What follows belongs to an exercise in optimizing a design on an open flow for small area and a short achievable clock period; a production flow would make more cautious choices. Function was checked by simulation only, so behaviour that the tests miss may differ from the original. Power figures rest on the tool's default switching activity, not on a simulated workload.

job 105:
==> flow/design.v <==
module reg_mux_block #(parameter BITS = 1, RSTTYPE = "SYNC", SELECTION = 1)(
    input clk, rst, en,
    input [BITS - 1 : 0] in,
    output [BITS - 1 : 0] out
);
    reg [BITS - 1 : 0] q_in;
    generate
        if (RSTTYPE == "ASYNC")
            always @(posedge clk, posedge rst) begin
                if (rst)
                    q_in <= 0;
                else if (en)
                    q_in <= in;
            end
        else if (RSTTYPE == "SYNC")
            always @(posedge clk) begin
                if (rst)
                    q_in <= 0;
                else if (en)
                    q_in <= in;
            end
    endgenerate
    assign out = SELECTION ? q_in : in;
endmodule
module DSP #(parameter A0REG = 0, A1REG = 1, B0REG = 0, B1REG = 1,
    CREG = 1, DREG = 1, MREG = 1, PREG = 1, CARRYINREG = 1, CARRYOUTREG = 1, OPMODEREG = 1,
    CARRYINSEL = "OPMODE5", B_INPUT = "DIRECT", RSTTYPE = "SYNC") (
    input CLK, 
    input [7 : 0] OPMODE,
    input CEA, CEB, CEC, CECARRYIN, CED, CEM, CEOPMODE, CEP,
    input RSTA, RSTB, RSTC, RSTCARRYIN, RSTD, RSTM, RSTOPMODE, RSTP,
    input [17 : 0] A, B, D,
    input [47 : 0] C, PCIN,
    input [17 : 0] BCIN,
    input CARRYIN,
    output [17 : 0] BCOUT,
    output [35 : 0] M,
    output [47 : 0] P, PCOUT,
    output CARRYOUT, CARRYOUTF
);
    wire CYI_in, CYI_out, CYO_in, CYO_out;
    wire [7 : 0] OPMODE_out;
    wire [17 : 0] A0_out, B0_in, B0_out, D_out, operation0_out, A1_out, B1_in, B1_out;
    wire [35 : 0] operation1_out, M_out;
    wire [47 : 0] C_out, operation2_out, P_out;
    reg [47 : 0]  X_out, Z_out;
    reg_mux_block #(.BITS(8), .RSTTYPE(RSTTYPE), .SELECTION(OPMODEREG)) block_OPMODE (.clk(CLK), .rst(RSTOPMODE), .en(CEOPMODE), .in(OPMODE), .out(OPMODE_out));
    reg_mux_block #(.BITS(18), .RSTTYPE(RSTTYPE), .SELECTION(A0REG)) block_A0 (.clk(CLK), .rst(RSTA), .en(CEA), .in(A), .out(A0_out));
    assign B0_in = (B_INPUT == "DIRECT") ? B : (B_INPUT == "CASCADE") ? BCIN : 0;
    reg_mux_block #(.BITS(18), .RSTTYPE(RSTTYPE), .SELECTION(B0REG)) block_B0 (.clk(CLK), .rst(RSTB), .en(CEB), .in(B0_in), .out(B0_out));
    reg_mux_block #(.BITS(48), .RSTTYPE(RSTTYPE), .SELECTION(CREG)) block_C (.clk(CLK), .rst(RSTC), .en(CEC), .in(C), .out(C_out));
    reg_mux_block #(.BITS(18), .RSTTYPE(RSTTYPE), .SELECTION(DREG)) block_D (.clk(CLK), .rst(RSTD), .en(CED), .in(D), .out(D_out));
    assign operation0_out = (OPMODE_out[6]) ? (D_out - B0_out) : (D_out + B0_out);
    reg_mux_block #(.BITS(18), .RSTTYPE(RSTTYPE), .SELECTION(A1REG)) block_A1 (.clk(CLK), .rst(RSTA), .en(CEA), .in(A0_out), .out(A1_out));
    assign B1_in = OPMODE_out[4] ? operation0_out : B0_out;
    reg_mux_block #(.BITS(18), .RSTTYPE(RSTTYPE), .SELECTION(B1REG)) block_B1 (.clk(CLK), .rst(RSTB), .en(CEB), .in(B1_in), .out(B1_out));
    assign BCOUT = B1_out;
    assign operation1_out = A1_out * B1_out;
    reg_mux_block #(.BITS(36), .RSTTYPE(RSTTYPE), .SELECTION(MREG)) block_M (.clk(CLK), .rst(RSTM), .en(CEM), .in(operation1_out), .out(M_out));
    assign M = M_out;
    assign CYI_in = (CARRYINSEL == "OPMODE5") ? OPMODE_out[5] : (CARRYINSEL == "CARRYIN") ? CARRYIN : 0;
    reg_mux_block #(.BITS(1), .RSTTYPE(RSTTYPE), .SELECTION(CARRYINREG)) block_CYI (.clk(CLK), .rst(RSTCARRYIN), .en(CECARRYIN), .in(CYI_in), .out(CYI_out));
    always @(*) begin
        case (OPMODE_out[1 : 0])
            2'b00:      X_out = 0;
            2'b01:      X_out = M_out;
            2'b10:      X_out = P_out;
            2'b11:      X_out = {D_out, A1_out, B1_out};
            default:    X_out = 0;
        endcase
    end
    always @(*) begin
        case (OPMODE_out[3 : 2])
            2'b00:      Z_out = 0;
            2'b01:      Z_out = PCIN;
            2'b10:      Z_out = P_out;
            2'b11:      Z_out = C_out;
            default:    Z_out = 0;
        endcase
    end
    assign {CYO_in, operation2_out} = (OPMODE_out[7]) ? (Z_out - (X_out + CYI_out)) : (Z_out + X_out + CYI_out);
    reg_mux_block #(.BITS(48), .RSTTYPE(RSTTYPE), .SELECTION(PREG)) block_P (.clk(CLK), .rst(RSTP), .en(CEP), .in(operation2_out), .out(P_out));
    reg_mux_block #(.BITS(1), .RSTTYPE(RSTTYPE), .SELECTION(CARRYOUTREG)) block_CYO (.clk(CLK), .rst(RSTCARRYIN), .en(CECARRYIN), .in(CYO_in), .out(CYO_out));
    assign P = P_out;
    assign PCOUT = P_out;
    assign CARRYOUT = CYO_out;
    assign CARRYOUTF = CYO_out;
endmodule
clock: 8.5 ns
lec_check: 0
abc_clock_period_in_ps: 4000
cap_margin: 20
core_margin: 2
core_utilization: 40
setup_slack_margin: 3
slew_margin: 20
run.sh (not shown) runs the stock make flow with config.mk's settings and CLKGATE_MAP_FILE= SYNTH_SCRIPT=/design/flow/synth_recipe.tcl, a recipe that flattens the netlist after the stock synthesis.
Job 105 closes out successfully: all stages finished, all timing, DRC and antenna checks passed.
### job 105 -> job 103
# job 105
export LEC_CHECK = 0
export ABC_CLOCK_PERIOD_IN_PS = 4000
export CAP_MARGIN = 20
export CORE_MARGIN = 2
export CORE_UTILIZATION = 40
export SETUP_SLACK_MARGIN = 3
export SLEW_MARGIN = 20
create_clock -name core_clock -period 8.5 [get_ports {CLK}]
# job 103
export LEC_CHECK = 0
export CAP_MARGIN = 20
export CORE_MARGIN = 2
export CORE_UTILIZATION = 40
export SETUP_SLACK_MARGIN = 3
export SLEW_MARGIN = 20
create_clock -name core_clock -period 8.5 [get_ports {CLK}]
Notes after the runs:
- Re count of antenna diodes in the layout: no difference whatsoever between job 105 and job 103.
- Cell count after synthesis: job 105 vs job 103 identical
- Job 105 and job 103 ended up with nearly the same post-CTS setup-driven buffer insertion count.
- From job 103 to job 105, via count did not move at all.
- Job 105 → job 103: power density normalized to cell area ~0 delta; number of optimization iterations in the first detailed-route pass ~0 delta.

==> port drivers added, routing unchanged <==
The results above use ideal ports. As a check the final layouts listed here were re-extracted and re-timed, cells and wires unchanged. Step 1 (the two cells are an assumption about what drives the block):
set clk [get_ports {CLK}]
set_driving_cell -lib_cell sky130_fd_sc_hd__clkbuf_16 $clk
set_driving_cell -lib_cell sky130_fd_sc_hd__buf_2 [delete_from_list [all_inputs] $clk]
Step 2 also shifts input and output timing later by t, the mid clock arrival at the registers, as if the neighbouring blocks saw the same clock. a / b / c = ideal / step 1 / step 2; a / b = the first two.
run	shift t [ns]	setup WS [ns]	hold slack, ns	worst slew at a driven data input, ns
job 105	0.557	2.034 / 2.034 / 2.034	0.492 / 0.492 / 0.492	0.12
job 103	0.557	2.034 / 2.034 / 2.034	0.492 / 0.492 / 0.492	0.12
After both steps every run listed still meets setup and hold.
